Background: an optimization exercise with open tools, aiming at small area and a short achievable clock period. Do not read the settings as production practice.
Function was checked by simulation only, so behaviour that the tests miss may differ from the original.
Power figures rest on the tool's default switching activity, not on a simulated workload.

// mult8_reg
module mult8_reg(
    input clk,
    input [7:0] a, b,
    output reg [15:0] z
    );
export LEC_CHECK = 0
export CAP_MARGIN = 20
export CORE_MARGIN = 2
export CORE_UTILIZATION = 40
export SLEW_MARGIN = 20
create_clock -name core_clock -period 7.0 [get_ports {clk}]
standard.sh (not shown) runs the stock make flow with config.mk's settings and CLKGATE_MAP_FILE= SYNTH_SCRIPT=/design/flow/synth_recipe.tcl, a recipe that flattens the netlist after the stock synthesis.
==> flow/flow/run.sh <==
#!/bin/bash
# Own layout flow: the standard ORFS flow (standard.sh) with one change in
# synthesis: Yosys's extract_fa step is skipped and ABC maps the logic with a
# delay-targeted script (flow/abc.script) instead of ORFS's abc_speed script.
# Everything else (register names, flatten, rename, floorplan ... finish) is the
# standard flow, except that the port buffers are $PORT_BUF cells and heavily
# loaded registers are upsized after global placement (flow/post_gp.tcl). Each tool writes its full log under orfs/logs/ as in ORFS;
# this script's own output goes to flow_run.log.
set -euo pipefail
W=$PWD
exec > >(tee -a "$W/flow_run.log") 2>&1

python3 - "$W" <<'PY'
import sys, pathlib
w = pathlib.Path(sys.argv[1])
import os
src = pathlib.Path(os.environ["FLOW_HOME"]) / "scripts" / "synth.tcl"
s = src.read_text()
pre = "source $::env(SCRIPTS_DIR)/synth_preamble.tcl\n"
fa = "  extract_fa {*}[dont_use_extract_fa_args]\n"
assert s.count(pre) == 1 and s.count(fa) == 1, "synth.tcl changed"
s = s.replace(pre, pre + (
    "set abc_args [list -script %s {*}$lib_args {*}$lib_dont_use_args"
    " -constr $::env(OBJECTS_DIR)/abc.constr]\n" % (w / "flow" / "abc.script")))
s = s.replace(fa, "")
(w / "flow_synth_core.tcl").write_text(s)
b = (w / "synth_recipe.tcl").read_text()
line = "source $::env(SCRIPTS_DIR)/synth.tcl"
assert b.count(line) == 1, "synth_recipe.tcl changed"
(w / "flow_synth.tcl").write_text(b.replace(line, "source %s" % (w / "flow_synth_core.tcl")))
t = (w / "standard.sh").read_text()
old = "SYNTH_SCRIPT=%s" % (w / "synth_recipe.tcl")
assert t.count(old) == 1, "standard.sh changed"
(w / "flow_standard.sh").write_text(t.replace(old, "SYNTH_SCRIPT=%s" % (w / "flow_synth.tcl")))
PY

source "$W/flow/knobs.sh"
bash "$W/flow_standard.sh" BUFFER_PORTS_ARGS="-buffer_cell $PORT_BUF" POST_GLOBAL_PLACE_TCL="$W/flow/post_gp.tcl" finish > "$W/flow_make.log" 2>&1 || { tail -40 "$W/flow_make.log"; exit 1; }
tail -5 "$W/flow_make.log"
test -s "$W/out/final.def"
==> flow/flow/abc.script <==
strash
dch -f
map -D 2000
topo
buffer -p
upsize 2000
dnsize 2000
stime -p
==> flow/flow/knobs.sh <==
PORT_BUF=sky130_fd_sc_hd__buf_4
export FLOW_FF_BIG=sky130_fd_sc_hd__dfxtp_2 FLOW_FF_FANOUT=4
==> flow/flow/post_gp.tcl <==
# Upsize registers whose output drives many loads (drive strength only; the
# register cell type stays dfxtp).
set db [ord::get_db]
set big [$db findMaster $::env(FLOW_FF_BIG)]
set n 0
foreach inst [[ord::get_db_block] getInsts] {
  if {[[$inst getMaster] getName] ne "sky130_fd_sc_hd__dfxtp_1"} { continue }
  set q [$inst findITerm Q]
  set net [$q getNet]
  if {$net eq "NULL"} { continue }
  if {[llength [$net getITerms]] > $::env(FLOW_FF_FANOUT)} {
    $inst swapMaster $big
    incr n
  }
}
puts "post_gp: upsized $n registers to $::env(FLOW_FF_BIG)"
The baseline passed the timing, design-rule and antenna checks.
Next try:
--- a/flow/flow/run.sh
+++ b/flow/flow/run.sh
@@ -4,6 +4,5 @@
 # delay-targeted script (flow/abc.script) instead of ORFS's abc_speed script.
 # Everything else (register names, flatten, rename, floorplan ... finish) is the
-# standard flow, except that the port buffers are $PORT_BUF cells and heavily
-# loaded registers are upsized after global placement (flow/post_gp.tcl). Each tool writes its full log under orfs/logs/ as in ORFS;
+# standard flow, except that the port buffers are buf_4 cells. Each tool writes its full log under orfs/logs/ as in ORFS;
 # this script's own output goes to flow_run.log.
 set -euo pipefail
@@ -35,6 +34,5 @@
 PY
 
-source "$W/flow/knobs.sh"
-bash "$W/flow_standard.sh" BUFFER_PORTS_ARGS="-buffer_cell $PORT_BUF" POST_GLOBAL_PLACE_TCL="$W/flow/post_gp.tcl" finish > "$W/flow_make.log" 2>&1 || { tail -40 "$W/flow_make.log"; exit 1; }
+bash "$W/flow_standard.sh" BUFFER_PORTS_ARGS="-buffer_cell sky130_fd_sc_hd__buf_4" finish > "$W/flow_make.log" 2>&1 || { tail -40 "$W/flow_make.log"; exit 1; }
 tail -5 "$W/flow_make.log"
 test -s "$W/out/final.def"
SETUP_SLACK_MARGIN = 4.7   (was default)
removed: flow/flow/knobs.sh
removed: flow/flow/post_gp.tcl
=>
- sequential power hardly moves
- clock skew stays flat
- non-clock buffer count climbs by 24
- area after synthesis is unchanged
- power grows by 11%
- routed wire length went up by 9.1%
Next try:
--- a/flow/flow/run.sh
+++ b/flow/flow/run.sh
@@ -4,5 +4,6 @@
 # delay-targeted script (flow/abc.script) instead of ORFS's abc_speed script.
 # Everything else (register names, flatten, rename, floorplan ... finish) is the
-# standard flow, except that the port buffers are buf_4 cells. Each tool writes its full log under orfs/logs/ as in ORFS;
+# standard flow, except that the port buffers are $PORT_BUF cells and heavily
+# loaded registers are upsized after global placement (flow/post_gp.tcl). Each tool writes its full log under orfs/logs/ as in ORFS;
 # this script's own output goes to flow_run.log.
 set -euo pipefail
@@ -34,5 +35,6 @@
 PY
 
-bash "$W/flow_standard.sh" BUFFER_PORTS_ARGS="-buffer_cell sky130_fd_sc_hd__buf_4" finish > "$W/flow_make.log" 2>&1 || { tail -40 "$W/flow_make.log"; exit 1; }
+source "$W/flow/knobs.sh"
+bash "$W/flow_standard.sh" BUFFER_PORTS_ARGS="-buffer_cell $PORT_BUF" POST_GLOBAL_PLACE_TCL="$W/flow/post_gp.tcl" finish > "$W/flow_make.log" 2>&1 || { tail -40 "$W/flow_make.log"; exit 1; }
 tail -5 "$W/flow_make.log"
 test -s "$W/out/final.def"
==> flow/flow/knobs.sh (new file) <==
PORT_BUF=sky130_fd_sc_hd__buf_2
export FLOW_FF_BIG=sky130_fd_sc_hd__dfxtp_4 FLOW_FF_FANOUT=4
==> flow/flow/post_gp.tcl (new file) <==
# Upsize registers whose output drives many loads (drive strength only; the
# register cell type stays dfxtp).
set db [ord::get_db]
set big [$db findMaster $::env(FLOW_FF_BIG)]
set n 0
foreach inst [[ord::get_db_block] getInsts] {
  if {[[$inst getMaster] getName] ne "sky130_fd_sc_hd__dfxtp_1"} { continue }
  set q [$inst findITerm Q]
  set net [$q getNet]
  if {$net eq "NULL"} { continue }
  if {[llength [$net getITerms]] > $::env(FLOW_FF_FANOUT)} {
    $inst swapMaster $big
    incr n
  }
}
puts "post_gp: upsized $n registers to $::env(FLOW_FF_BIG)"
SETUP_SLACK_MARGIN = default   (was 4.7)
After rerunning: The changed run passed the timing, design-rule and antenna checks. Sequential share of layout area grows by 6.2 points. Register-to-register slack is worse by 70 ps. Routed wire length is lower by roughly a tenth. Worst hold slack gets worse by 64 ps. Clock skew hardly moves. Global-route usage is lower by 0.26 points. Die area is unchanged. Power goes down by roughly a tenth. Critical path depth came out higher by 3. Sequential cell count does not change. Area after synthesis stays the same.
Next try:
==> flow/flow/knobs.sh (replaced) <==
PORT_BUF=sky130_fd_sc_hd__buf_4
export FLOW_FF_BIG=sky130_fd_sc_hd__dfxtp_2 FLOW_FF_FANOUT=4
export FLOW_FF_HUGE=sky130_fd_sc_hd__dfxtp_4 FLOW_FF_HUGE_FANOUT=8
--- a/flow/flow/post_gp.tcl
+++ b/flow/flow/post_gp.tcl
@@ -9,5 +9,9 @@
   set net [$q getNet]
   if {$net eq "NULL"} { continue }
-  if {[llength [$net getITerms]] > $::env(FLOW_FF_FANOUT)} {
+  set fo [llength [$net getITerms]]
+  if {[info exists ::env(FLOW_FF_HUGE_FANOUT)] && $fo > $::env(FLOW_FF_HUGE_FANOUT)} {
+    $inst swapMaster [$db findMaster $::env(FLOW_FF_HUGE)]
+    incr n
+  } elseif {$fo > $::env(FLOW_FF_FANOUT)} {
     $inst swapMaster $big
     incr n
Via count increases by 2.6%.
Final cell count does not change.
Wire length increases by 4.7%.
Sequential power increases by about 2%.
Register-to-register slack improves by 30 ps.
Area after synthesis stays the same.
Sequential cell count stays the same.
Hold slack degrades by 4.3 ps.
Die area stays the same.
Utilization increases by 0.97 points.
Total power increases by 11%.
Next try:
--- a/flow/flow/run.sh
+++ b/flow/flow/run.sh
@@ -4,6 +4,5 @@
 # delay-targeted script (flow/abc.script) instead of ORFS's abc_speed script.
 # Everything else (register names, flatten, rename, floorplan ... finish) is the
-# standard flow, except that the port buffers are $PORT_BUF cells and heavily
-# loaded registers are upsized after global placement (flow/post_gp.tcl). Each tool writes its full log under orfs/logs/ as in ORFS;
+# standard flow. Each tool writes its full log under orfs/logs/ as in ORFS;
 # this script's own output goes to flow_run.log.
 set -euo pipefail
@@ -35,6 +34,5 @@
 PY
 
-source "$W/flow/knobs.sh"
-bash "$W/flow_standard.sh" BUFFER_PORTS_ARGS="-buffer_cell $PORT_BUF" POST_GLOBAL_PLACE_TCL="$W/flow/post_gp.tcl" finish > "$W/flow_make.log" 2>&1 || { tail -40 "$W/flow_make.log"; exit 1; }
+bash "$W/flow_standard.sh" finish > "$W/flow_make.log" 2>&1 || { tail -40 "$W/flow_make.log"; exit 1; }
 tail -5 "$W/flow_make.log"
 test -s "$W/out/final.def"
removed: flow/flow/knobs.sh
removed: flow/flow/post_gp.tcl
The changed run passed the timing, design-rule and antenna checks.
Flip-flop and latch count is unchanged.
Routed wire length came out lower by 0.40%.
Total power came out higher by 1.5%.
Worst hold slack gains 59 ps.
Design area came out higher by 1.1%.
Sequential power is about the same.
Register-to-register slack loses 150 ps.
Next try:
==> flow/run.sh (new file) <==
#!/bin/bash
# synth_recipe.tcl (not shown) runs the flow's synth.tcl, then flattens the netlist and writes it again
# the make line also repeats each setting of config.mk as NAME=value (left out here)
make -C /OpenROAD-flow-scripts/flow DESIGN_CONFIG=/design/flow/config.mk WORK_HOME=/design/flow/orfs CLKGATE_MAP_FILE= SYNTH_SCRIPT=/design/flow/synth_recipe.tcl finish
SETUP_SLACK_MARGIN = 4.9   (was default)
removed: flow/flow/run.sh
removed: flow/flow/abc.script
removed: flow/standard.sh
After rerunning: Design area climbs by roughly a tenth; routed wire length went up by a few percent; synthesized cell count came out lower by about a fifth; synthesized area came out higher slightly; setup slack gets worse by 220 ps.

run A:
Starting RTL as in the previous note.
==> flow/config.mk <==
export PLATFORM = sky130hd
export DESIGN_NAME = mult8_reg
export DESIGN_NICKNAME = mult8_reg
export VERILOG_FILES = /design/flow/design.v
export SDC_FILE = /design/flow/constraint.sdc
export NUM_CORES = 4
export LEC_CHECK = 0
export CAP_MARGIN = 20
export CORE_MARGIN = 2
export CORE_UTILIZATION = 40
export SLEW_MARGIN = 20
==> flow/constraint.sdc <==
create_clock -name core_clock -period 7.0 [get_ports {clk}]
set_input_delay 1.4000 -clock core_clock [delete_from_list [all_inputs] [get_ports {clk}]]
set_output_delay 1.4000 -clock core_clock [all_outputs]
set_load 0.01 [all_outputs]
==> flow/flow/run.sh <==
#!/bin/bash
# Own layout flow: the standard ORFS flow (standard.sh) with one change in
# synthesis: Yosys's extract_fa step is skipped and ABC maps the logic with a
# delay-targeted script (flow/abc.script) instead of ORFS's abc_speed script.
# Everything else (register names, flatten, rename, floorplan ... finish) is the
# standard flow, except that the port buffers are $PORT_BUF cells and heavily
# loaded registers are upsized after global placement (flow/post_gp.tcl). Each tool writes its full log under orfs/logs/ as in ORFS;
# this script's own output goes to flow_run.log.
set -euo pipefail
W=$PWD
exec > >(tee -a "$W/flow_run.log") 2>&1

python3 - "$W" <<'PY'
import sys, pathlib
w = pathlib.Path(sys.argv[1])
import os
src = pathlib.Path(os.environ["FLOW_HOME"]) / "scripts" / "synth.tcl"
s = src.read_text()
pre = "source $::env(SCRIPTS_DIR)/synth_preamble.tcl\n"
fa = "  extract_fa {*}[dont_use_extract_fa_args]\n"
assert s.count(pre) == 1 and s.count(fa) == 1, "synth.tcl changed"
s = s.replace(pre, pre + (
    "set abc_args [list -script %s {*}$lib_args {*}$lib_dont_use_args"
    " -constr $::env(OBJECTS_DIR)/abc.constr]\n" % (w / "flow" / "abc.script")))
s = s.replace(fa, "")
(w / "flow_synth_core.tcl").write_text(s)
b = (w / "synth_recipe.tcl").read_text()
line = "source $::env(SCRIPTS_DIR)/synth.tcl"
assert b.count(line) == 1, "synth_recipe.tcl changed"
(w / "flow_synth.tcl").write_text(b.replace(line, "source %s" % (w / "flow_synth_core.tcl")))
t = (w / "standard.sh").read_text()
old = "SYNTH_SCRIPT=%s" % (w / "synth_recipe.tcl")
assert t.count(old) == 1, "standard.sh changed"
(w / "flow_standard.sh").write_text(t.replace(old, "SYNTH_SCRIPT=%s" % (w / "flow_synth.tcl")))
PY

source "$W/flow/knobs.sh"
bash "$W/flow_standard.sh" BUFFER_PORTS_ARGS="-buffer_cell $PORT_BUF" POST_GLOBAL_PLACE_TCL="$W/flow/post_gp.tcl" finish > "$W/flow_make.log" 2>&1 || { tail -40 "$W/flow_make.log"; exit 1; }
tail -5 "$W/flow_make.log"
test -s "$W/out/final.def"
==> flow/flow/abc.script <==
strash
dch -f
map -D 2300
topo
buffer -p
upsize 2300
dnsize 2300
stime -p
==> flow/flow/knobs.sh <==
PORT_BUF=sky130_fd_sc_hd__buf_4
export FLOW_FF_BIG=sky130_fd_sc_hd__dfxtp_2 FLOW_FF_FANOUT=4
==> flow/flow/post_gp.tcl <==
# Upsize registers whose output drives many loads (drive strength only; the
# register cell type stays dfxtp).
set db [ord::get_db]
set big [$db findMaster $::env(FLOW_FF_BIG)]
set n 0
foreach inst [[ord::get_db_block] getInsts] {
  if {[[$inst getMaster] getName] ne "sky130_fd_sc_hd__dfxtp_1"} { continue }
  set q [$inst findITerm Q]
  set net [$q getNet]
  if {$net eq "NULL"} { continue }
  if {[llength [$net getITerms]] > $::env(FLOW_FF_FANOUT)} {
    $inst swapMaster $big
    incr n
  }
}
puts "post_gp: upsized $n registers to $::env(FLOW_FF_BIG)"
Changes in run B relative to run A:
==> flow/flow/abc.script <==
strash
dch -f
map -D 2000
topo
buffer -p
upsize 2000
dnsize 2000
stime -p
==> flow/flow/knobs.sh <==
PORT_BUF=sky130_fd_sc_hd__buf_4
export FLOW_FF_BIG=sky130_fd_sc_hd__dfxtp_2 FLOW_FF_FANOUT=4
export FLOW_RT_MARGIN=4.8 FLOW_RT_TNS=0 FLOW_RT_SEQ="sizeup,swap"
diff --git a/flow/flow/post_gp.tcl b/flow/flow/post_gp.tcl
--- a/flow/flow/post_gp.tcl
+++ b/flow/flow/post_gp.tcl
@@ -16 +16,10 @@
 puts "post_gp: upsized $n registers to $::env(FLOW_FF_BIG)"
+
+# Optional: upsize gates on the worst paths only (no buffers), towards a
+# tighter internal target than the design's clock.
+if {[info exists ::env(FLOW_RT_MARGIN)] && $::env(FLOW_RT_MARGIN) > 0} {
+  estimate_parasitics -placement
+  repair_timing -setup -setup_margin $::env(FLOW_RT_MARGIN) -repair_tns $::env(FLOW_RT_TNS) \
+    -sequence $::env(FLOW_RT_SEQ) -skip_last_gasp
+  report_worst_slack
+}
Results
Post-layout minimum cycle time: run B vs run A down 0.24 ns
Hold slack across run B and run A: no real change.
Combinational power: run B vs run A up about 3%
Run B against run A: net count after synthesis went down 2; total power went up about 6%; placement-stage worst setup slack went up 0.24 ns; share of the core filled with cells went up 0.56 points; post-layout worst setup margin went up 0.24 ns.
Compared run B against run A; via count within noise.
Run B ended with more post-route cell area than run A.

==> re-timing with driven ports <==
The flow's constraints put no driver on any port. The routed layouts listed below were extracted and timed again, unchanged, in two steps.
Step 1, drivers: a clkbuf_16 drives clk and a buf_2 each remaining input, both assumed.
Step 2 times the ports against the registers' clock, not the clock port: input delays grow and output delays shrink by t, the midpoint of the rising clock arrivals with the driver on.
a / b / c = no drivers / after step 1 / after step 2; a / b = the first two.
run	shift t [ns]	setup slack, ns	worst hold slack (ns)	worst data-port slew with drivers (ns)
the first run of note 1	0.336	4.522 / 4.522 / 4.220	0.549 / 0.549 / 0.549	0.03
the second run of note 1	0.333	4.545 / 4.545 / 4.371	0.611 / 0.611 / 0.611	0.06
the third run of note 1	0.337	4.478 / 4.478 / 4.213	0.547 / 0.547 / 0.547	0.04
the fourth run of note 1	0.326	4.512 / 4.512 / 4.195	0.543 / 0.543 / 0.543	0.04
the fifth run of note 1	0.336	4.060 / 4.071 / 3.736	0.602 / 0.602 / 0.602	0.03
the sixth run of note 1	0.326	3.842 / 3.842 / 3.842	0.555 / 0.555 / 0.555	0.05
run A	0.334	4.237 / 4.237 / 4.158	0.538 / 0.538 / 0.538	0.03
run B	0.336	4.477 / 4.477 / 4.353	0.539 / 0.539 / 0.539	0.04
After both steps every run listed still meets setup and hold. The setup slack of the fifth run of note 1, which loses most, moves by +0.011 ns with the drivers and by -0.324 ns with both steps.
